Background: an optimization exercise with open tools, aiming at small area, a short achievable clock period and few clock cycles per item. Do not read the settings as production practice. Only simulation tests tie the RTL to the original design; equivalence was not proved.

### flow/flow/run.sh
#!/bin/bash
# The standard layout (the standard.sh: the standard synthesis, then ORFS to
# the routed layout), with the input and output ports buffered by the smallest
# buffer, sky130_fd_sc_hd__buf_1, instead of the one buffer_ports picks itself.
# make's full output goes to standard.log in the work folder; ORFS's own logs
# stay under orfs/logs.
set -euo pipefail
export BUFFER_PORTS_ARGS="-buffer_cell sky130_fd_sc_hd__buf_1"
bash standard.sh finish > standard.log 2>&1
### flow/standard.sh
#!/bin/bash
# synth_recipe.tcl (not shown) runs the flow's synth.tcl, then flattens the netlist and writes it again
# the make line also repeats each setting of config.mk as NAME=value (left out here)
make -C /OpenROAD-flow-scripts/flow DESIGN_CONFIG=/design/flow/config.mk WORK_HOME=/design/flow/orfs CLKGATE_MAP_FILE= SYNTH_SCRIPT=/design/flow/synth_recipe.tcl "${@:-finish}"
### flow/config.mk
export PLATFORM = sky130hd
export DESIGN_NAME = main
export DESIGN_NICKNAME = main
export VERILOG_FILES = /design/flow/design.v
export SDC_FILE = /design/flow/constraint.sdc
export NUM_CORES = 4
export LEC_CHECK = 0
export CAP_MARGIN = 20
export CORE_MARGIN = 2
export CORE_UTILIZATION = 40
export SETUP_SLACK_MARGIN = 0.7
export SLEW_MARGIN = 20
### flow/constraint.sdc
create_clock -name core_clock -period 5.0 [get_ports {clk}]
set_input_delay 1.0000 -clock core_clock [delete_from_list [all_inputs] [get_ports {clk}]]
set_output_delay 1.0000 -clock core_clock [all_outputs]
set_load 0.01 [all_outputs]
### flow/design.v
`timescale 1ns / 1ps
module main(
    input clk,
    input rst,
    input start,
    input [7:0] a,
    input [7:0] b,
    output wire ready,
    output wire busy,
    output reg [8:0] y
);
reg ready_r;
reg [4:0] kh;          
reg [8:0] r;           
reg [7:0] x;           
reg ak, bk;            
assign ready = ready_r;
assign busy = ~ready_r;
wire [5:0] ab3 = {a[7:5], b[7:5]};
wire [8:0] qr3;
assign qr3[0] = (ab3 == 6'd9) | (ab3 == 6'd10) | (ab3 == 6'd11) | (ab3 == 6'd12) | (ab3 == 6'd13) | (ab3 == 6'd14) | (ab3 == 6'd15) | (ab3 == 6'd17) | (ab3 == 6'd25) | (ab3 == 6'd29) | (ab3 == 6'd30) | (ab3 == 6'd31) | (ab3 == 6'd33) | (ab3 == 6'd36) | (ab3 == 6'd37) | (ab3 == 6'd38) | (ab3 == 6'd39) | (ab3 == 6'd41) | (ab3 == 6'd43) | (ab3 == 6'd44) | (ab3 == 6'd45) | (ab3 == 6'd49) | (ab3 == 6'd51) | (ab3 == 6'd52) | (ab3 == 6'd57) | (ab3 == 6'd59) | (ab3 == 6'd60) | (ab3 == 6'd63);
assign qr3[1] = (ab3 == 6'd27) | (ab3 == 6'd36) | (ab3 == 6'd38) | (ab3 == 6'd47) | (ab3 == 6'd52) | (ab3 == 6'd61);
assign qr3[2] = (ab3 == 6'd18) | (ab3 == 6'd19) | (ab3 == 6'd20) | (ab3 == 6'd21) | (ab3 == 6'd22) | (ab3 == 6'd23) | (ab3 == 6'd26) | (ab3 == 6'd34) | (ab3 == 6'd36) | (ab3 == 6'd37) | (ab3 == 6'd42) | (ab3 == 6'd44) | (ab3 == 6'd46) | (ab3 == 6'd50) | (ab3 == 6'd53) | (ab3 == 6'd55) | (ab3 == 6'd58) | (ab3 == 6'd62);
assign qr3[3] = (ab3 == 6'd29) | (ab3 == 6'd30) | (ab3 == 6'd31) | (ab3 == 6'd43) | (ab3 == 6'd46) | (ab3 == 6'd47) | (ab3 == 6'd51) | (ab3 == 6'd53) | (ab3 == 6'd54) | (ab3 == 6'd59) | (ab3 == 6'd61);
assign qr3[4] = (ab3 == 6'd63);
assign qr3[5] = (ab3 == 6'd1) | (ab3 == 6'd3) | (ab3 == 6'd5) | (ab3 == 6'd7) | (ab3 == 6'd8) | (ab3 == 6'd9) | (ab3 == 6'd11) | (ab3 == 6'd13) | (ab3 == 6'd15) | (ab3 == 6'd19) | (ab3 == 6'd21) | (ab3 == 6'd23) | (ab3 == 6'd24) | (ab3 == 6'd25) | (ab3 == 6'd26) | (ab3 == 6'd28) | (ab3 == 6'd29) | (ab3 == 6'd31) | (ab3 == 6'd35) | (ab3 == 6'd36) | (ab3 == 6'd38) | (ab3 == 6'd40) | (ab3 == 6'd41) | (ab3 == 6'd42) | (ab3 == 6'd43) | (ab3 == 6'd45) | (ab3 == 6'd46) | (ab3 == 6'd52) | (ab3 == 6'd53) | (ab3 == 6'd55) | (ab3 == 6'd56) | (ab3 == 6'd57) | (ab3 == 6'd58) | (ab3 == 6'd59) | (ab3 == 6'd62) | (ab3 == 6'd63);
assign qr3[6] = (ab3 == 6'd2) | (ab3 == 6'd3) | (ab3 == 6'd6) | (ab3 == 6'd7) | (ab3 == 6'd10) | (ab3 == 6'd11) | (ab3 == 6'd14) | (ab3 == 6'd15) | (ab3 == 6'd16) | (ab3 == 6'd17) | (ab3 == 6'd18) | (ab3 == 6'd19) | (ab3 == 6'd22) | (ab3 == 6'd23) | (ab3 == 6'd24) | (ab3 == 6'd25) | (ab3 == 6'd26) | (ab3 == 6'd30) | (ab3 == 6'd31) | (ab3 == 6'd37) | (ab3 == 6'd38) | (ab3 == 6'd44) | (ab3 == 6'd45) | (ab3 == 6'd46) | (ab3 == 6'd48) | (ab3 == 6'd49) | (ab3 == 6'd50) | (ab3 == 6'd51) | (ab3 == 6'd52) | (ab3 == 6'd53) | (ab3 == 6'd56) | (ab3 == 6'd57) | (ab3 == 6'd58) | (ab3 == 6'd59);
assign qr3[7] = (ab3 == 6'd4) | (ab3 == 6'd5) | (ab3 == 6'd6) | (ab3 == 6'd7) | (ab3 == 6'd12) | (ab3 == 6'd13) | (ab3 == 6'd14) | (ab3 == 6'd15) | (ab3 == 6'd20) | (ab3 == 6'd21) | (ab3 == 6'd22) | (ab3 == 6'd23) | (ab3 == 6'd27) | (ab3 == 6'd28) | (ab3 == 6'd29) | (ab3 == 6'd30) | (ab3 == 6'd31) | (ab3 == 6'd32) | (ab3 == 6'd33) | (ab3 == 6'd34) | (ab3 == 6'd35) | (ab3 == 6'd36) | (ab3 == 6'd37) | (ab3 == 6'd38) | (ab3 == 6'd40) | (ab3 == 6'd41) | (ab3 == 6'd42) | (ab3 == 6'd43) | (ab3 == 6'd44) | (ab3 == 6'd45) | (ab3 == 6'd46) | (ab3 == 6'd48) | (ab3 == 6'd49) | (ab3 == 6'd50) | (ab3 == 6'd51) | (ab3 == 6'd52) | (ab3 == 6'd53) | (ab3 == 6'd56) | (ab3 == 6'd57) | (ab3 == 6'd58) | (ab3 == 6'd59);
assign qr3[8] = (ab3 == 6'd39) | (ab3 == 6'd47) | (ab3 == 6'd54) | (ab3 == 6'd55) | (ab3 == 6'd60) | (ab3 == 6'd61) | (ab3 == 6'd62) | (ab3 == 6'd63);
wire [3:0] q3 = qr3[8:5];
wire [4:0] r3 = qr3[4:0];
wire [4:0] kh_n = ready_r ? 5'b10000 : {1'b0, kh[4:1]};
wire ak_n = |(kh_n & a[4:0]);
wire bk_n = |(kh_n & b[4:0]);
wire [6:0] a_n = ({7{kh_n[4]}} & {4'd0, a[7:5]}) | ({7{kh_n[3]}} & {3'd0, a[7:4]}) |
                 ({7{kh_n[2]}} & {2'd0, a[7:3]}) | ({7{kh_n[1]}} & {1'd0, a[7:2]}) |
                 ({7{kh_n[0]}} & a[7:1]);
wire [6:0] b_n = ({7{kh_n[4]}} & {4'd0, b[7:5]}) | ({7{kh_n[3]}} & {3'd0, b[7:4]}) |
                 ({7{kh_n[2]}} & {2'd0, b[7:3]}) | ({7{kh_n[1]}} & {1'd0, b[7:2]}) |
                 ({7{kh_n[0]}} & b[7:1]);
wire [7:0] q = y[7:0];
wire [9:0] sum3 = r + x;
wire [11:0] t  = {sum3, ak & bk, ak ^ bk};
wire [7:0] qinc = q + 8'd1;
wire [11:0] c3 = {1'b0, q, 3'b100} + {2'b0, qinc, 2'b01};
wire [12:0] t1 = {1'b0, t} - {3'b0, q, 2'b01};
wire [12:0] t2 = {1'b0, t} - {2'b0, q, 3'b100};
wire [12:0] t3 = {1'b0, t} - {1'b0, c3};
always @(posedge clk) begin
    kh <= kh_n;
    ak <= ak_n;
    bk <= bk_n;
    x <= (ak_n ? a_n : 7'd0) + (bk_n ? b_n : 7'd0);
    if (ready_r) begin
        r <= {4'd0, r3};
    end else begin
        if (!t3[12]) r <= t3[8:0];
        else if (!t2[12]) r <= t2[8:0];
        else if (!t1[12]) r <= t1[8:0];
        else r <= t[8:0];
    end
    if (ready_r) begin
        if (start) y <= {5'd0, q3};
    end else begin
        if (!t3[12]) y <= {qinc, 1'b1};
        else if (!t2[12]) y <= {qinc, 1'b0};
        else if (!t1[12]) y <= {q, 1'b1};
        else y <= {q, 1'b0};
    end
end
always @(posedge clk)
    if (rst) ready_r <= 1'b1;
    else if (ready_r) ready_r <= ~start;
    else ready_r <= kh[0];
endmodule
==> impl_metrics.py, run 1 <==
metrics = {
    "grt": {
        "use_met2": 0.343,
        "antenna_found_initial": 0,
        "grt_pass1_vias": 3910,
        "grt-ovfl-total": 0,
        "grt_usage": 0.202,
        "met3_usage": 0.0347,
        "grt_use_met1": 0.261,
        "grt_start_max_net_pins": 36,
        "grt_pass1_wl_um": 18700,
        "top_usage_layer": "met2",
    },
    "routing": {
        "totalWireLength_um": 11100,
        "num_vias": 4087,
        "via_per_inst": 5.89,
        "drtAntennaViolNets": 0,
        "wl_per_cell_um": 16.0,
        "drc": 0,
        "firstDrtPassIters": 4,
        "drt_iter0_drc": 233,
    },
    "finish": {
        "layout-drive-gt1-share": 0.0556,
        "nets": 631,
        "fillers": 1047,
        "insertedDiodeCount": 0,
        "syn_to_final_growth_pct": 9.00,
        "fin_cells": 694,
    },
    "synthesis": {
        "yosys-top-cells-area": "ha_1 (15%), dfxtp_1 (12%), xnor2_1 (6.8%), edfxtp_1 (6.4%), a21oi_1 (4.8%)",
        "yosysSeqAreaShare": 0.182,
        "synth-seq-cells": 34,
        "synth_edf_count": 9,
        "netlist_instances": 545,
        "ys_async_sr_fraction": 0,
        "yosys_warnings": 1,
        "synth_area_per_cell_um2": 7.78,
        "synth.top_cell.area_share": 0.148,
        "synth_ff_type": "dfxtp_1",
        "synthesis.nets": 619,
        "synth_area_leader_cell": "ha_1",
        "netlist_area_um2": 4240,
        "yosysUniqueCellTypes": 69,
    },
    "placed_design": {
        "pre_cts_slack_ns": 0.655,
        "place.gp.congestion": 0.873,
        "dpl.hpwl_um": 8490,
        "placed_cells": 683,
        "port_buffers": 29,
    },
    "worst_setup_path": {
        "r2r_slack_ns": 1.04,
        "cp_data_arrival_time_ns": 4.00,
        "cp-end-kind": "register",
        "cp_data_required_time_ns": 5.04,
        "path_class": "register to register",
        "critPathMaxFanout": 5,
        "startpoint_type": "register",
    },
    "sta": {
        "max_slew_margin": 0.328,
        "drv_slew": 0,
        "setup_viol": 0,
        "fin_crit_sh": 0.792,
        "timing.fmax_mhz": 253,
        "setup_tns_ns": 0,
        "hold_viol": 0,
        "fin_skew_ns": 0.00856,
        "tightest_slew_ns": 1.01,
        "worst_slack_ns": 1.04,
        "fin_crit_ns": 3.96,
        "rsz0062_at_grt": "no",
    },
    "hold_path": {
        "hold_path.class": "register to register",
    },
    "clocking": {
        "cts_tree": "done",
        "root_buffer": "clkbuf_8",
        "cts_htree_levels": 2,
        "clkSlewWorstSetupHoldPaths_ns": 0.09,
        "cts_buffer_depth": 2,
        "cts.sinks": 34,
        "cts_hold_buf": 0,
        "clk_latency_ns": 0.30,
        "cts_buffers": 5,
    },
    "die": {
        "row_count": 37,
        "dieArea_um2": 11400,
        "design.core.area_um2": 10300,
        "fp.dieH_um": 107,
        "ios": 30,
        "initial_core_util": 0.411,
        "die_w_um": 107,
    },
    "run": {
        "maxCapViolations": 0,
    },
    "run_status": {
        "status": "finished clean",
    },
}
[sequential cells by signal, summed over array words and instances, names as in the netlist]
| name | count |
|---|---|
| y | 9 |
| bk | 1 |
| ready_r | 1 |
| kh | 5 |
| ak | 1 |
| x | 8 |
| r | 9 |
[synth_stat cells, drive strengths merged (10+ instances only)]
library cell and n:
a21oi 41, o21bai 10, a21o 12, o21ai 37, clkbuf 31, dfxtp 25
a22oi 22, nand2 52, xnor2 33, nor2 34, ha 50, inv 27
a31oi 12, nor2b 10
[layout make-up]
type,count,area (um^2),area share
inverters,27,101,0.0219
repair buffers,41,199,0.0430
well taps,136,170,0.0368
clock buffers,6,93.8,0.0203
multi-input cells,448,3250,0.703
clock inverters,2,38.8,0.00839
flip-flops and latches,34,771,0.167
[cells by family after synthesis]
| kind of cell | count (synthesis) | share of synthesized area |
|---|---|---|
| compound gates | 200 | 0.323 |
| xor+xnor | 42 | 0.0868 |
| fa+ha+maj | 55 | 0.171 |
| buf+inv | 63 | 0.0567 |
| flops | 34 | 0.182 |
| mux | 9 | 0.0218 |
| simple gates | 142 | 0.159 |
[cell usage in the layout, fill, tap and decap left out, types with 6 or more instances in the layout]
cell type  instances
o21a_1             9
inv_1             27
nor2b_1           10
o22ai_1            6
nor3_1             7
a22oi_1           22
a21oi_1           41
o21bai_1          10
nand3_1            9
o21ai_0           31
ha_1              50
a211oi_1           6
xnor2_1           33
a31oi_1           12
edfxtp_1           9
a21o_1            12
nor2_1            33
buf_4             12
buf_1             29
o211ai_1           6
xor2_1             8
mux2i_1            7
nand2_1           52
dfxtp_1           25
[routing by layer]
layer,vias to the layer above,wire (um)
li1,2049,-
met1,1896,5040
met2,119,5260
met3,23,585
met4,0,249
met5,-,0
[metrics by stage]
stage                util  hold WS [ns]  cell area (um^2)
finish              0.448         0.441              4620
global route        0.448         0.468              4620
CTS                 0.445         0.445              4590
detailed placement  0.431         0.423              4450
global placement    0.431         0.424              4450
floorplan               -         0.392              4240
[what timing repair did]
| action | 4_1_cts | 5_1_grt |
|---|---|---|
| setup buffers | 0 | 3 |
| cloned | 0 | 0 |
| pin swaps | 0 | 1 |
| endpoints found under the setup margin | 5 | 14 |
| hold endpoints to repair | 0 | 0 |
| gates resized for setup | 1 | 1 |
[final timing paths]
kind / end / start / depth (start not counted)
setup reg to reg: y[5] / r[0] / 16
setup / recovery: y[5] / r[0] / 16
hold / removal: ready_r / kh[0] / 2
hold reg to reg: ready_r / kh[0] / 2
[critical path, stage by stage, from the launching register on]
cell      delay [ns]
dfxtp_1         0.31
ha_1            0.22
fa_1            0.42
a21o_1          0.20
nand4_1         0.11
nand2_1         0.16
xor2_2          0.28
fa_1            0.47
ha_1            0.32
o21ai_0         0.09
a21oi_1         0.27
a221oi_4        0.10
buf_4           0.18
buf_4           0.13
a211oi_1        0.24
xnor2_1         0.15
nor2_1          0.05
Testbench counts, summed over its fixed seeds: cycles 12,288, items 2,048.
==> run 2, diff against run 1 <==
--- a/flow/config.mk
+++ b/flow/config.mk
@@ -8,5 +8,5 @@
 export CAP_MARGIN = 20
 export CORE_MARGIN = 2
 export CORE_UTILIZATION = 40
-export SETUP_SLACK_MARGIN = 0.7
+export SETUP_SLACK_MARGIN = 1.6
 export SLEW_MARGIN = 20
==> run 2 against run 1 <==
Effect of this change: clock-buffer cell count unchanged; non-clock buffer count rose by 23; setup slack better by 0.33 ns; critical path type unchanged; still clean; synthesized cell count stayed put; register-to-register slack improved by 0.33 ns.
==> impl_metrics.py, run 2 <==
metrics = {
    "sta": {
        "hold_viol": 0,
        "fin_crit_ns": 3.63,
        "setup_tns_ns": 0,
        "max_slew_margin": 0.429,
        "timing.fmax_mhz": 275,
        "rsz0062_at_grt": "yes",
        "worst_slack_ns": 1.37,
        "fin_crit_sh": 0.726,
        "drv_slew": 0,
        "hold_ws_ns": 0.444,
        "fin_skew_ns": 0.00428,
        "tightest_slew_ns": 0.855,
        "setup_viol": 0,
    },
    "synthesis": {
        "yosysSeqAreaShare": 0.182,
        "synthesis.nets": 619,
        "synth_common_cells": "nand2_1 (52), ha_1 (50), a21oi_1 (41)",
        "synth_edf_count": 9,
        "yosys_warnings": 1,
        "synth_ff_type": "dfxtp_1",
        "netlist_area_um2": 4240,
        "synth_area_leader_cell": "ha_1",
        "yosys-top-cells-area": "ha_1 (15%), dfxtp_1 (12%), xnor2_1 (6.8%), edfxtp_1 (6.4%), a21oi_1 (4.8%)",
        "ys_async_sr_fraction": 0,
        "synth-seq-cells": 34,
        "synth_area_per_cell_um2": 7.78,
        "yosysUniqueCellTypes": 69,
        "synth_most_common_cell": "nand2_1",
        "netlist_instances": 545,
        "synth.top_cell.area_share": 0.148,
    },
    "die": {
        "row_count": 37,
        "die_w_um": 107,
        "ios": 30,
        "dieArea_um2": 11400,
        "design.core.area_um2": 10300,
        "fp.dieH_um": 107,
        "initial_core_util": 0.411,
    },
    "worst_setup_path": {
        "cp-end-kind": "register",
        "r2r_slack_ns": 1.37,
        "startpoint_type": "register",
        "path_class": "register to register",
        "cp_data_required_time_ns": 5.23,
        "r2r_end": "r[4]",
        "critical-path-top-delay-family": "adder cells",
        "worstPathCellList": "ha_4, fa_2, a21o_1, nand4_1, nand2_4, xor2_4, fa_1, ha_4, o21ai_2, a21oi_2, a221oi_4, buf_6, buf_12, buf_16, nand4_1, mux2i_1, a311o_1",
        "path_buf_inv": 3,
        "r2r-start": "x[0]",
        "critPathMaxFanout": 5,
        "rr_worst_depth": 17,
        "cp_data_arrival_time_ns": 3.86,
        "slowest_stage": "fa_1",
        "max_stage_delay_ns": 0.54,
    },
    "clocking": {
        "cts_htree_levels": 2,
        "cts_tree": "done",
        "cts.sinks": 34,
        "clk_latency_ns": 0.29,
        "cts_buffers": 5,
        "clkSlewWorstSetupHoldPaths_ns": 0.08,
        "cts_buffer_depth": 2,
        "root_buffer": "clkbuf_8",
        "cts_hold_buf": 0,
    },
    "finish": {
        "final_area_um2": 5190,
        "syn_to_final_growth_pct": 22.5,
        "layout-drive-gt1-share": 0.182,
        "layout_commonest_cell": "nand2_1",
        "fin_cells": 717,
        "insertedDiodeCount": 0,
        "reg.largest.list": "r x9, y x9, x x8",
        "final_cell_mix": "nand2_1 (48), ha_1 (43), a21oi_1 (37)",
        "nets": 654,
    },
    "grt": {
        "grt-ovfl-total": 0,
        "grt_pass1_wl_um": 19400,
        "antenna_found_initial": 0,
        "grt_pass1_vias": 3948,
        "grt_start_max_net_pins": 36,
        "grt_usage": 0.208,
    },
    "placed_design": {
        "dpl.hpwl_um": 8480,
        "place_area_um2": 4480,
        "pre_cts_slack_ns": 0.859,
        "place.gp.congestion": 0.868,
        "port_buffers": 29,
        "placed_cells": 683,
    },
    "hold_path": {
        "min-delay-start": "kh[0]",
        "holdPathStages": 2,
        "hold_path.class": "register to register",
        "holdPathEnd": "ready_r",
    },
    "routing": {
        "totalWireLength_um": 11900,
        "firstDrtPassIters": 5,
        "drc": 0,
        "wl_per_cell_um": 16.6,
        "num_vias": 4212,
        "drtAntennaViolNets": 0,
        "drt_iter0_drc": 231,
        "via_per_inst": 5.87,
    },
    "run": {
        "maxCapViolations": 0,
    },
    "run_status": {
        "status": "finished clean",
    },
}
-- run 2: worst reg2reg max path: cells and delay by family, from the launching register on --
family	cells	cell delay [ns]
simple gates	3	0.34
xor+xnor	1	0.18
buf+inv	3	0.36
compound gates	5	0.86
fa+ha+maj	4	1.30
flops	1	0.33
mux	1	0.19
-- run 2: routing by layer --
layer  vias up  part of all wire  global-route usage  wire length [um]
met5         -                 0                   0                 0
met4         0             0.028              0.0677               329
met3        26             0.049              0.0274               587
met2       148              0.47               0.352              5540
met1      1944              0.46               0.275              5430
li1       2094                 -                   -                 -
-- run 2: logic make-up (layout without fill, tap and decap cells) --
| group | Yosys count | in the layout | synth area share |
|---|---|---|---|
| AO/OA/AOI/OAI | 200 | 200 | 0.323 |
| AND/OR/NAND/NOR | 142 | 142 | 0.159 |
| buffers and inverters | 63 | 99 | 0.0567 |
| adder cells (fa/ha/maj) | 55 | 55 | 0.171 |
| XOR/XNOR | 42 | 42 | 0.0868 |
| flip-flops | 34 | 34 | 0.182 |
| multiplexers | 9 | 9 | 0.0218 |
-- run 2: how the worst max path moves through the flow --
stage | start | endpoint | slack [ns] | cells after the start
CTS | r[0] | y[3] | 1.42 | 16
floorplan | r[0] | y[5] | 1.56 | 15
finish | x[0] | r[4] | 1.37 | 17
detailed placement | r[0] | r[7] | 0.86 | 15
global placement | r[2] | y[0] | 0.94 | 14
global route | r[0] | r[0] | 1.21 | 19
-- run 2: through the flow --
| stage | util |
|---|---|
| finish | 0.503 |
| global route | 0.503 |
| CTS | 0.480 |
| detailed placement | 0.434 |
| global placement | 0.434 |
| floorplan | - |
-- run 2: area by class of cell --
class,instances,area [um^2]
Clock inverter,2,11.3
Inverter,27,101
Timing Repair Buffer,64,450
Clock buffer,6,82.6
Multi-Input combinational cell,448,3600
Fill cell,984,5130
Tap cell,136,170
Sequential cell,34,773
-- run 2: what timing repair did --
action	4_1_cts	5_1_grt
gates resized for setup	48	32
setup buffers	17	8
pin swaps	22	20
gates cloned	1	0
endpoints found under the setup margin	20	22
==> run 3, diff against run 2 <==
--- a/flow/config.mk
+++ b/flow/config.mk
@@ -8,5 +8,5 @@
 export CAP_MARGIN = 20
 export CORE_MARGIN = 2
 export CORE_UTILIZATION = 40
-export SETUP_SLACK_MARGIN = 1.6
+export SETUP_SLACK_MARGIN = 1.0
 export SLEW_MARGIN = 20
==> run 3 against run 2 <==
Effect of this change: cell area fell by 9.3%; core utilization shrank 4.7 points; non-clock buffer count is 20 lower; routed wire length down 5.1%; critical path type unchanged.
==> impl_metrics.py, run 3 <==
metrics = {
    "synthesis": {
        "synth_area_per_cell_um2": 7.78,
        "synthesis.nets": 619,
        "synth_edf_count": 9,
        "yosysUniqueCellTypes": 69,
        "synth_area_leader_cell": "ha_1",
        "synth_ff_type": "dfxtp_1",
        "yosysSeqAreaShare": 0.182,
        "yosys_warnings": 1,
        "netlist_instances": 545,
        "netlist_area_um2": 4240,
        "synth-seq-cells": 34,
        "yosys-top-cells-area": "ha_1 (15%), dfxtp_1 (12%), xnor2_1 (6.8%), edfxtp_1 (6.4%), a21oi_1 (4.8%)",
        "synth_most_common_cell": "nand2_1",
        "ys_async_sr_fraction": 0,
        "synth_common_cells": "nand2_1 (52), ha_1 (50), a21oi_1 (41)",
        "synth.top_cell.area_share": 0.148,
    },
    "run": {
        "maxCapViolations": 0,
    },
    "routing": {
        "drt_iter0_drc": 235,
        "totalWireLength_um": 11300,
        "via_per_inst": 5.94,
        "num_vias": 4142,
        "drtAntennaViolNets": 0,
        "firstDrtPassIters": 5,
        "drc": 0,
        "wl_per_cell_um": 16.2,
    },
    "sta": {
        "setup_viol": 0,
        "fin_crit_ns": 3.81,
        "fin_crit_sh": 0.762,
        "fin_skew_ns": 0.00836,
        "timing.fmax_mhz": 263,
        "tightest_slew_ns": 0.999,
        "drv_slew": 0,
        "hold_viol": 0,
        "rsz0062_at_grt": "no",
        "setup_tns_ns": 0,
        "max_slew_margin": 0.333,
    },
    "die": {
        "dieArea_um2": 11400,
        "row_count": 37,
        "die_w_um": 107,
        "fp.dieH_um": 107,
        "initial_core_util": 0.411,
        "design.core.area_um2": 10300,
        "ios": 30,
    },
    "worst_setup_path": {
        "critPathMaxFanout": 4,
        "rr_worst_depth": 15,
        "r2r-start": "r[2]",
        "cp_data_required_time_ns": 5.04,
        "path_class": "register to register",
        "cp-end-kind": "register",
        "r2r_end": "y[1]",
        "startpoint_type": "register",
        "r2r_slack_ns": 1.19,
        "cp_data_arrival_time_ns": 3.85,
    },
    "hold_path": {
        "holdPathEnd": "ready_r",
        "hold_path.class": "register to register",
        "holdPathStages": 2,
        "min-delay-start": "kh[0]",
    },
    "grt": {
        "grt_start_max_net_pins": 36,
        "grt-ovfl-total": 0,
        "grt_pass1_wl_um": 18700,
        "grt_usage": 0.202,
        "grt_pass1_vias": 3922,
        "antenna_found_initial": 0,
    },
    "finish": {
        "multi_input_area_um2": 3310,
        "insertedDiodeCount": 0,
        "reg.largest.list": "r x9, y x9, x x8",
        "register_area_um2": 771,
        "syn_to_final_growth_pct": 11.1,
        "layout-drive-gt1-share": 0.0802,
        "layout_commonest_cell": "nand2_1",
        "fillers": 1040,
        "final_cell_mix": "nand2_1 (51), ha_1 (48), a21oi_1 (38)",
        "nets": 634,
    },
    "clocking": {
        "cts_tree": "done",
        "cts_htree_levels": 2,
        "cts.sinks": 34,
        "cts_buffer_depth": 2,
        "root_buffer": "clkbuf_8",
        "cts_buffers": 5,
        "clkSlewWorstSetupHoldPaths_ns": 0.08,
        "clk_latency_ns": 0.30,
    },
    "placed_design": {
        "port_buffers": 29,
        "place.gp.congestion": 0.873,
        "dpl.hpwl_um": 8490,
    },
    "run_status": {
        "status": "finished clean",
    },
}
-- run 3: how the worst max path moves through the flow --
stage	startpoint	end	slack [ns]	depth (start not counted)
6_report	r[2]	y[1]	1.19	15
3_5_place_dp	r[0]	y[0]	0.66	14
3_3_place_gp	r[0]	y[0]	0.76	14
5_1_grt	r[3]	y[1]	0.96	15
2_1_floorplan	r[0]	y[5]	1.32	15
4_1_cts	r[0]	y[1]	1.07	15
-- run 3: timing repair --
item	CTS	global route
pin swaps	1	5
setup endpoints to repair	18	16
setup buffers	3	3
resized for setup	2	15
hold buffers	0	0
-- run 3: layer usage --
| metal | part of all wire | global-route usage | wire length [um] |
|---|---|---|---|
| met5 | 0 | 0 | 0 |
| met4 | 0.022 | 0.0631 | 250 |
| met3 | 0.054 | 0.0347 | 604 |
| met2 | 0.48 | 0.345 | 5360 |
| met1 | 0.45 | 0.261 | 5060 |
-- run 3: cell families (layout without fill, tap and decap cells) --
logic type,count (synthesis),after routing,synth area share
buffers and inverters,63,79,0.0567
DFF,34,34,0.182
xor gates and xnor gates,42,42,0.0868
muxes,9,9,0.0218
and+or+nand+nor,142,142,0.159
AOI/OAI and AO/OA,200,200,0.323
adders and majority gates,55,55,0.171
-- run 3: cell type report --
cell class | count | share of cell area
clock buffers | 6 | 0.0199
clock inverters | 2 | 0.00823
inverters | 27 | 0.0215
multi-input cells | 448 | 0.702
flip-flops and latches | 34 | 0.164
well taps | 136 | 0.0361
repair buffers | 44 | 0.0486
-- run 3: through the flow --
stage | std cells | worst slack, ns | hold WS, ns | area [um^2] | util
4_1_cts | 694 | 1.07 | 0.445 | 4620 | 0.448
6_report | 697 | 1.19 | 0.441 | 4710 | 0.456
2_1_floorplan | 545 | 1.32 | 0.392 | 4240 | -
3_5_place_dp | 683 | 0.655 | 0.423 | 4450 | 0.431
5_1_grt | 697 | 0.955 | 0.468 | 4710 | 0.456
3_3_place_gp | 683 | 0.759 | 0.424 | 4450 | 0.431
-- run 3: critical path, stage by stage, from the launching register on --
cell and delay [ns]:
dfxtp_1 0.34, ha_1 0.35, o21ai_0 0.09, nor2_1 0.24, o21a_1 0.15, nor2_1 0.05, xnor2_1 0.42, ha_1 0.33
ha_1 0.35, a21oi_1 0.18, o211ai_1 0.17, a221oi_4 0.33, buf_6 0.16, nand2_1 0.11, xnor2_1 0.20, o21ai_0 0.09
==> run 4, diff against run 3 <==
--- a/flow/config.mk
+++ b/flow/config.mk
@@ -5,8 +5,9 @@
 export SDC_FILE = /design/flow/constraint.sdc
 export NUM_CORES = 4
 export LEC_CHECK = 0
+export ABC_AREA = 1
 export CAP_MARGIN = 20
 export CORE_MARGIN = 2
 export CORE_UTILIZATION = 40
-export SETUP_SLACK_MARGIN = 1.0
+export SETUP_SLACK_MARGIN = 1.3
 export SLEW_MARGIN = 20
==> run 4 against run 3 <==
Effect of this change: still clean; synthesized cell count rose by 23%; routed wire length up 22%; global-route usage grew 2.9 points; worst hold slack better by 0.0021 ns; clock-buffer cell count unchanged; via count increased by 14%; critical path type unchanged; highest routed layer unchanged.
==> impl_metrics.py, run 4 <==
metrics = {
    "synthesis": {
        "yosysUniqueCellTypes": 55,
        "ys_async_sr_fraction": 0,
        "synth_most_common_cell": "nand2_1",
        "synthesis.nets": 747,
        "synth_common_cells": "nand2_1 (146), inv_1 (72), a21oi_1 (61)",
        "synth_edf_count": 9,
        "synth_area_leader_cell": "ha_1",
        "yosys-top-cells-area": "ha_1 (14%), nand2_1 (12%), dfxtp_1 (11%), a21oi_1 (6.8%), edfxtp_1 (6.0%)",
        "synth_area_per_cell_um2": 6.70,
        "yosys_warnings": 1,
        "synth-seq-cells": 34,
        "synth.top_cell.area_share": 0.139,
        "yosysSeqAreaShare": 0.171,
        "netlist_area_um2": 4510,
        "netlist_instances": 673,
        "synth_ff_type": "dfxtp_1",
    },
    "die": {
        "row_count": 38,
        "die_w_um": 110,
        "dieArea_um2": 12100,
        "initial_core_util": 0.412,
        "ios": 30,
        "fp.dieH_um": 110,
        "design.core.area_um2": 10900,
    },
    "routing": {
        "drc": 0,
        "totalWireLength_um": 13700,
        "wl_per_cell_um": 16.3,
        "via_per_inst": 5.61,
        "drt_iter0_drc": 313,
        "drtAntennaViolNets": 0,
        "firstDrtPassIters": 7,
        "num_vias": 4722,
    },
    "worst_setup_path": {
        "cp_data_required_time_ns": 5.02,
        "slowest_stage": "fa_1",
        "critical-path-top-delay-family": "adder cells",
        "r2r-start": "r[0]",
        "cp_data_arrival_time_ns": 3.54,
        "r2r_slack_ns": 1.48,
        "critPathMaxFanout": 17,
        "startpoint_type": "register",
        "path_class": "register to register",
        "startpoint": "r[0]",
        "r2r_end": "y[3]",
        "path_buf_inv": 2,
        "rr_worst_depth": 17,
        "cp-end-kind": "register",
        "worstPathCellList": "ha_1, fa_2, nand4_1, nand3_1, xnor2_1, inv_1, fa_1, ha_1, nand2_1, nor2_1, nand3_1, nand3_2, clkinv_4, nand2_8, nand2_1, o21ai_2, o21ai_1",
        "max_stage_delay_ns": 0.45,
    },
    "sta": {
        "rsz0062_at_grt": "no",
        "max_slew_margin": 0.541,
        "fin_crit_ns": 3.52,
        "setup_viol": 0,
        "hold_viol": 0,
        "worst_slack_ns": 1.48,
        "setup_tns_ns": 0,
        "fin_skew_ns": 0.00479,
        "timing.fmax_mhz": 284,
        "fin_crit_sh": 0.703,
        "tightest_slew_ns": 0.688,
        "drv_slew": 0,
    },
    "grt": {
        "grt_pass1_vias": 4393,
        "grt_usage": 0.231,
        "grt-ovfl-total": 0,
        "grt_start_max_net_pins": 26,
        "grt_pass1_wl_um": 21700,
        "antenna_found_initial": 0,
    },
    "placed_design": {
        "placed_cells": 825,
        "port_buffers": 29,
        "pre_cts_slack_ns": 0.946,
        "place.gp.congestion": 0.950,
        "dpl.hpwl_um": 10600,
    },
    "finish": {
        "finish.utilization": 0.463,
        "syn_to_final_growth_pct": 12.3,
        "layout_commonest_cell": "nand2_1",
        "layout-drive-gt1-share": 0.121,
        "final_cell_mix": "nand2_1 (145), inv_1 (71), a21oi_1 (58)",
        "reg.largest.list": "r x9, y x9, x x8",
        "fin_cells": 842,
        "insertedDiodeCount": 0,
        "nets": 775,
    },
    "clocking": {
        "cts_tree": "done",
        "cts.sinks": 34,
        "root_buffer": "clkbuf_16",
        "clk_latency_ns": 0.29,
        "cts_htree_levels": 2,
        "cts_buffers": 5,
        "cts_buffer_depth": 2,
        "clkSlewWorstSetupHoldPaths_ns": 0.06,
    },
    "hold_path": {
        "holdPathEnd": "ready_r",
        "holdPathStages": 2,
        "hold_path.class": "register to register",
        "min-delay-start": "kh[0]",
    },
    "run": {
        "maxCapViolations": 0,
    },
    "run_status": {
        "status": "finished clean",
    },
}
## run 4: cell count changes in the layout (fill, tap and decap cells not counted), sizes merged, moves of 11 or more
cell / previous run / this run
a21oi: 41 / 63
a22oi: 22 / 0
inv: 27 / 87
nand2: 52 / 158
nand3: 9 / 48
nand4: 3 / 16
nor3: 7 / 18
xnor2: 33 / 13
xor2: 9 / 23
## run 4: kinds of logic after synthesis
| family | count (synthesis) | synth area share |
|---|---|---|
| simple gates | 306 | 0.325 |
| buf+inv | 107 | 0.0944 |
| compound gates | 135 | 0.179 |
| xor+xnor | 36 | 0.0700 |
| flops | 34 | 0.171 |
| fa+ha+maj | 55 | 0.161 |
## run 4: repair_timing
item | 4_1_cts | 5_1_grt
hold buffers | 0 | 0
setup buffers | 1 | 8
pin swaps | 1 | 1
setup endpoints to repair | 16 | 17
gates resized for setup | 4 | 22
endpoints found under the hold margin | 0 | 0
## run 4: worst reg2reg max path, stage by stage, from the launching register on
cell	delay, ns
dfxtp_1	0.30
ha_1	0.27
fa_2	0.40
nand4_1	0.11
nand3_1	0.09
xnor2_1	0.13
inv_1	0.17
fa_1	0.46
ha_1	0.35
nand2_1	0.09
nor2_1	0.13
nand3_1	0.11
nand3_2	0.14
clkinv_4	0.11
nand2_8	0.16
nand2_1	0.10
o21ai_2	0.07
o21ai_1	0.07
## run 4: final cells by class
cell class                      count  area (um^2)
Fill cell                        1149         5870
Sequential cell                    34          771
Tap cell                          140          175
Clock buffer                        6          150
Clock inverter                      2         10.0
Timing Repair Buffer               39          196
Multi-Input combinational cell    532         3420
Inverter                           89          339
## run 4: metrics by stage
step | instance area [um^2] | hold slack (ns)
after floorplan | 4510 | 0.390
final | 5060 | 0.443
after CTS | 4890 | 0.450
after global routing | 5060 | 0.481
after detailed placement | 4710 | 0.425
after global placement | 4710 | 0.425
## run 4: per-layer routing
layer | up-vias | wire length (um) | global-route usage
met4 | 0 | 573 | 0.116
li1 | 2355 | - | -
met1 | 2116 | 5940 | 0.288
met2 | 202 | 6480 | 0.390
met3 | 49 | 749 | 0.0329
met5 | - | 0 | 0
## run 4: worst max-delay path by stage
| stage | cells after the start | slack (ns) | endpoint |
|---|---|---|---|
| 2_1_floorplan | 20 | 1.50 | y[8] |
| 6_report | 17 | 1.48 | y[3] |
| 4_1_cts | 19 | 1.34 | y[3] |
| 5_1_grt | 16 | 1.25 | r[3] |
| 3_3_place_gp | 19 | 1.07 | y[3] |
| 3_5_place_dp | 15 | 0.95 | y[3] |
==> run 5, diff against run 4 <==
--- a/flow/config.mk
+++ b/flow/config.mk
@@ -5,9 +5,10 @@
 export SDC_FILE = /design/flow/constraint.sdc
 export NUM_CORES = 4
 export LEC_CHECK = 0
-export ABC_AREA = 1
 export CAP_MARGIN = 20
 export CORE_MARGIN = 2
 export CORE_UTILIZATION = 40
+export CTS_CLUSTER_DIAMETER = 100
+export CTS_CLUSTER_SIZE = 30
 export SETUP_SLACK_MARGIN = 1.3
 export SLEW_MARGIN = 20
==> run 5 against run 4 <==
Effect of this change: setup slack worse by 0.11 ns; clock skew is 0.0020 ns higher; fmax fell by 2.9%; first-iteration DRC count fell by 32%; flip-flop and latch count did not move; critical path type unchanged; critical endpoint is now r[5]; highest routed layer unchanged.
==> impl_metrics.py, run 5 <==
metrics = {
    "grt": {
        "grt_pass1_wl_um": 18900,
        "grt_start_max_net_pins": 36,
        "grt_usage": 0.205,
        "antenna_found_initial": 0,
        "grt_pass1_vias": 3937,
        "grt-ovfl-total": 0,
    },
    "synthesis": {
        "ys_async_sr_fraction": 0,
        "netlist_instances": 545,
        "synth_area_per_cell_um2": 7.78,
        "yosys-top-cells-area": "ha_1 (15%), dfxtp_1 (12%), xnor2_1 (6.8%), edfxtp_1 (6.4%), a21oi_1 (4.8%)",
        "synth_edf_count": 9,
        "netlist_area_um2": 4240,
        "synth_area_leader_cell": "ha_1",
        "synthesis.nets": 619,
        "yosysUniqueCellTypes": 69,
        "synth_ff_type": "dfxtp_1",
        "synth-seq-cells": 34,
        "synth_common_cells": "nand2_1 (52), ha_1 (50), a21oi_1 (41)",
        "yosys_warnings": 1,
        "yosysSeqAreaShare": 0.182,
        "synth_most_common_cell": "nand2_1",
        "synth.top_cell.area_share": 0.148,
    },
    "sta": {
        "drv_slew": 0,
        "rsz0062_at_grt": "yes",
        "fin_crit_sh": 0.724,
        "timing.fmax_mhz": 276,
        "fin_skew_ns": 0.00682,
        "fin_crit_ns": 3.62,
        "hold_viol": 0,
        "setup_viol": 0,
        "setup_tns_ns": 0,
        "max_slew_margin": 0.461,
        "tightest_slew_ns": 0.807,
    },
    "die": {
        "ios": 30,
        "fp.dieH_um": 107,
        "dieArea_um2": 11400,
        "row_count": 37,
        "initial_core_util": 0.411,
        "design.core.area_um2": 10300,
        "die_w_um": 107,
    },
    "routing": {
        "via_per_inst": 5.94,
        "wl_per_cell_um": 16.5,
        "firstDrtPassIters": 4,
        "totalWireLength_um": 11600,
        "drc": 0,
        "num_vias": 4171,
        "drtAntennaViolNets": 0,
        "drt_iter0_drc": 213,
    },
    "finish": {
        "layout-drive-gt1-share": 0.133,
        "insertedDiodeCount": 0,
        "syn_to_final_growth_pct": 15.9,
        "final_cell_mix": "nand2_1 (50), ha_1 (43), a21oi_1 (36)",
        "fin_cells": 702,
        "layout_commonest_cell": "nand2_1",
        "nets": 639,
        "reg.largest.list": "r x9, y x9, x x8",
    },
    "placed_design": {
        "placed_cells": 683,
        "port_buffers": 29,
        "place.gp.congestion": 0.873,
        "dpl.hpwl_um": 8490,
    },
    "worst_setup_path": {
        "startpoint_type": "register",
        "cp_data_arrival_time_ns": 3.80,
        "critPathMaxFanout": 7,
        "cp_data_required_time_ns": 5.18,
        "path_class": "register to register",
        "crit_end": "r[5]",
        "cp-end-kind": "register",
        "r2r_end": "r[5]",
        "r2r-start": "x[0]",
        "startpoint": "x[0]",
        "rr_worst_depth": 15,
        "r2r_slack_ns": 1.38,
    },
    "clocking": {
        "root_buffer": "clkbuf_8",
        "cts_tree": "done",
        "cts_buffer_depth": 2,
        "clk_latency_ns": 0.30,
        "clkSlewWorstSetupHoldPaths_ns": 0.08,
        "cts_htree_levels": 2,
        "cts_buffers": 5,
        "cts.sinks": 34,
    },
    "run": {
        "maxCapViolations": 0,
    },
    "hold_path": {
        "hold_path.class": "register to register",
    },
    "run_status": {
        "status": "finished clean",
    },
}
[run 5: cells by family (layout without fill, tap and decap cells)]
| kind of cell | after synthesis | in the layout | synth area share |
|---|---|---|---|
| adders and majority gates | 55 | 55 | 0.171 |
| muxes | 9 | 9 | 0.0218 |
| xor gates and xnor gates | 42 | 42 | 0.0868 |
| buffers and inverters | 63 | 84 | 0.0567 |
| and+or+nand+nor | 142 | 142 | 0.159 |
| DFF | 34 | 34 | 0.182 |
| AOI/OAI and AO/OA | 200 | 200 | 0.323 |
[run 5: timing repair]
item,4_1_cts,5_1_grt
resized for setup,20,34
buffers inserted,4,6
gates cloned,0,1
setup endpoints to repair,18,19
pin swaps,7,27
hold buffers,0,0
[run 5: critical path, stage by stage (launching register included)]
cell and delay (ns):
dfxtp_2 0.34, ha_4 0.16, fa_2 0.37, a21o_1 0.23, a21oi_2 0.17, xnor2_2 0.18, ha_1 0.32, ha_4 0.24
a21o_1 0.19, a21oi_2 0.15, o211ai_1 0.16, a221oi_4 0.32, buf_6 0.16, buf_6 0.12, nor2_1 0.06, a311oi_1 0.34
[run 5: area by class of cell]
type	instances	area, um^2
Clock inverter	2	38.8
Inverter	27	101
Multi-Input combinational cell	448	3450
Fill cell	1023	5410
Clock buffer	6	93.8
Sequential cell	34	773
Tap cell	136	170
Timing Repair Buffer	49	282
[run 5: worst min path at each step]
stage                          to    start  slack, ns  depth (start not counted)
after detailed placement  ready_r    kh[0]       0.42                          2
after CTS                 ready_r    kh[0]       0.44                          2
after global routing      ready_r    kh[0]       0.47                          2
after global placement    ready_r    kh[0]       0.42                          2
final                     ready_r    kh[0]       0.44                          2
after floorplan             kh[4]  ready_r       0.39                          0
[run 5: stage by stage]
step	hold WS, ns	instance area, um^2	setup WS (ns)	util
2_1_floorplan	0.392	4240	1.32	-
3_3_place_gp	0.424	4450	0.759	0.431
3_5_place_dp	0.423	4450	0.655	0.431
4_1_cts	0.445	4730	1.31	0.458
5_1_grt	0.468	4910	1.19	0.476
6_report	0.440	4910	1.38	0.476
[run 5: per-layer routing]
metal | share of wire | track usage | up-vias
met1 | 0.45 | 0.263 | 1942
met5 | 0 | 0 | -
met4 | 0.026 | 0.0612 | 0
met3 | 0.050 | 0.0347 | 27
li1 | - | - | 2066
met2 | 0.48 | 0.352 | 136
==> run 6, diff against run 5 <==
--- a/flow/config.mk
+++ b/flow/config.mk
@@ -8,7 +8,5 @@
 export CAP_MARGIN = 20
 export CORE_MARGIN = 2
 export CORE_UTILIZATION = 40
-export CTS_CLUSTER_DIAMETER = 100
-export CTS_CLUSTER_SIZE = 30
 export SETUP_SLACK_MARGIN = 1.3
 export SLEW_MARGIN = 20
==> run 6 against run 5 <==
Effect of this change: critical endpoint unchanged; area after synthesis did not move; highest routed layer unchanged; worst hold slack unchanged; via count unchanged.
==> impl_metrics.py, run 6 <==
metrics = {
    "worst_setup_path": {
        "critPathMaxFanout": 7,
        "cp_data_required_time_ns": 5.18,
        "path_class": "register to register",
        "worstPathCellList": "ha_4, fa_2, a21o_1, a21oi_2, xnor2_2, ha_1, ha_4, a21o_1, a21oi_2, o211ai_1, a221oi_4, buf_6, buf_6, nor2_1, a311oi_1",
        "slowest_stage": "fa_2",
        "cp_data_arrival_time_ns": 3.80,
        "cp-end-kind": "register",
        "max_stage_delay_ns": 0.37,
        "startpoint_type": "register",
    },
    "placed_design": {
        "dpl.hpwl_um": 8490,
        "port_buffers": 29,
        "place_area_um2": 4450,
        "placed_cells": 683,
        "place.gp.congestion": 0.873,
    },
    "clocking": {
        "cts_hold_buf": 0,
        "clk_latency_ns": 0.30,
        "cts.sinks": 34,
        "clkSlewWorstSetupHoldPaths_ns": 0.08,
        "root_buffer": "clkbuf_8",
        "cts_htree_levels": 2,
        "cts_tree": "done",
        "cts_buffer_depth": 2,
        "cts_buffers": 5,
    },
    "sta": {
        "fin_skew_ns": 0.00682,
        "tightest_slew_ns": 0.807,
        "fin_crit_ns": 3.62,
        "hold_viol": 0,
        "setup_tns_ns": 0,
        "setup_viol": 0,
        "max_slew_margin": 0.461,
        "rsz0062_at_grt": "yes",
        "timing.fmax_mhz": 276,
        "fin_crit_sh": 0.724,
        "hold_ws_ns": 0.440,
        "drv_slew": 0,
    },
    "grt": {
        "grt_pass1_wl_um": 18900,
        "grt_pass1_vias": 3937,
        "grt_start_max_net_pins": 36,
        "grt_usage": 0.205,
        "antenna_found_initial": 0,
        "grt-ovfl-total": 0,
    },
    "routing": {
        "num_vias": 4171,
        "drtAntennaViolNets": 0,
        "via_per_inst": 5.94,
        "drc": 0,
        "drt_iter0_drc": 213,
        "totalWireLength_um": 11600,
        "wl_per_cell_um": 16.5,
        "firstDrtPassIters": 4,
    },
    "die": {
        "initial_core_util": 0.411,
        "row_count": 37,
        "fp.dieH_um": 107,
        "dieArea_um2": 11400,
        "design.core.area_um2": 10300,
        "ios": 30,
        "die_w_um": 107,
    },
    "finish": {
        "layout_commonest_cell": "nand2_1",
        "reg.largest.list": "r x9, y x9, x x8",
        "final_cell_mix": "nand2_1 (50), ha_1 (43), a21oi_1 (36)",
        "insertedDiodeCount": 0,
        "fin_cells": 702,
        "nets": 639,
        "final_area_um2": 4910,
        "layout-drive-gt1-share": 0.133,
        "syn_to_final_growth_pct": 15.9,
    },
    "synthesis": {
        "synth_area_leader_cell": "ha_1",
        "synth_edf_count": 9,
        "synth_most_common_cell": "nand2_1",
        "yosysUniqueCellTypes": 69,
        "synth_common_cells": "nand2_1 (52), ha_1 (50), a21oi_1 (41)",
        "netlist_instances": 545,
        "synth.top_cell.area_share": 0.148,
        "yosys-top-cells-area": "ha_1 (15%), dfxtp_1 (12%), xnor2_1 (6.8%), edfxtp_1 (6.4%), a21oi_1 (4.8%)",
        "yosys_warnings": 1,
        "yosysSeqAreaShare": 0.182,
        "netlist_area_um2": 4240,
        "synth-seq-cells": 34,
        "synth_ff_type": "dfxtp_1",
        "synthesis.nets": 619,
        "ys_async_sr_fraction": 0,
        "synth_area_per_cell_um2": 7.78,
    },
    "run_status": {
        "status": "finished clean",
    },
    "hold_path": {
        "hold_path.class": "register to register",
    },
    "run": {
        "maxCapViolations": 0,
    },
}
[run 6: cell counts after synthesis]
Identical to the previous run, type by type.
[run 6: worst paths after layout]
path | cells after the start | end | from | slack (ns)
worst max-delay path | 15 | r[5] | x[0] | 1.38
worst min-delay path | 2 | ready_r | kh[0] | 0.44
worst max register to register | 15 | r[5] | x[0] | 1.38
worst min register to register | 2 | ready_r | kh[0] | 0.44
[run 6: kinds of logic after synthesis]
logic type | Yosys count | share of synthesized area
AO/OA/AOI/OAI | 200 | 0.323
XOR/XNOR | 42 | 0.0868
adder cells (fa/ha/maj) | 55 | 0.171
buffers and inverters | 63 | 0.0567
flip-flops | 34 | 0.182
multiplexers | 9 | 0.0218
AND/OR/NAND/NOR | 142 | 0.159
[run 6: timing repair]
item	4_1_cts	5_1_grt
cloned	0	1
pin swaps	7	27
setup endpoints to repair	18	19
gates resized for setup	20	34
buffers inserted	4	6
[run 6: routing by layer]
layer | GRT usage | wire [um] | share of wire | vias up
met4 | 0.0612 | 300 | 0.026 | 0
li1 | - | - | - | 2066
met2 | 0.352 | 5530 | 0.48 | 136
met5 | 0 | 0 | 0 | -
met1 | 0.263 | 5170 | 0.45 | 1942
met3 | 0.0347 | 583 | 0.050 | 27
[run 6: worst max-delay path: cells and delay by family (launching register included)]
| kind | cells | cell delay (ns) |
|---|---|---|
| buf+inv | 2 | 0.28 |
| simple gates | 1 | 0.06 |
| compound gates | 7 | 1.56 |
| flops | 1 | 0.34 |
| xor+xnor | 1 | 0.18 |
| fa+ha+maj | 4 | 1.09 |
[run 6: per-stage QoR]
stage,worst slack (ns),utilization
finish,1.38,0.476
global route,1.19,0.476
CTS,1.31,0.458
detailed placement,0.655,0.431
global placement,0.759,0.431
floorplan,1.32,-
[run 6: final cells by class]
cell class / count / area [um^2]
well taps: 136 / 170
clock buffers: 6 / 93.8
repair buffers: 49 / 282
inverters: 27 / 101
clock inverters: 2 / 38.8
multi-input cells: 448 / 3450
flip-flops and latches: 34 / 773
fillers: 1023 / 5410

re-timing with driven ports:
No port has a modelled driver above. Below, the same layouts with a new extraction and two added sets of constraints.
Step 1 sets driving cells, clkbuf_16 on the clock port and buf_2 on the other inputs (assumed; they add their load-dependent delay and slew).
Step 2 moves the port delays by t, midway between the first and last clock arrival at a register: inputs arrive t later, outputs are due t later. That takes back most of the time a late clock gives input paths.
Three values: ideal ports, drivers, drivers and shift; two values: the first two.
run | t, ns | setup WS [ns] | latest minus earliest clock arrival (ns) | worst data-port slew with drivers (ns)
run 1 | 0.325 | 1.041 / 1.041 / 1.041 | 0.009 / 0.008 | 0.03
run 2 | 0.315 | 1.369 / 1.369 / 1.369 | 0.004 / 0.004 | 0.03
run 3 | 0.325 | 1.191 / 1.191 / 1.191 | 0.009 / 0.009 | 0.03
run 4 | 0.322 | 1.484 / 1.484 / 1.357 | 0.005 / 0.005 | 0.04
run 5 | 0.324 | 1.378 / 1.378 / 1.378 | 0.006 / 0.006 | 0.03
run 6 | 0.324 | 1.378 / 1.378 / 1.378 | 0.006 / 0.006 | 0.03
After both steps setup and hold are still met in every run listed. The setup slack of run 4, which loses most, moves by 0.000 ns with the drivers and by -0.127 ns with both steps.
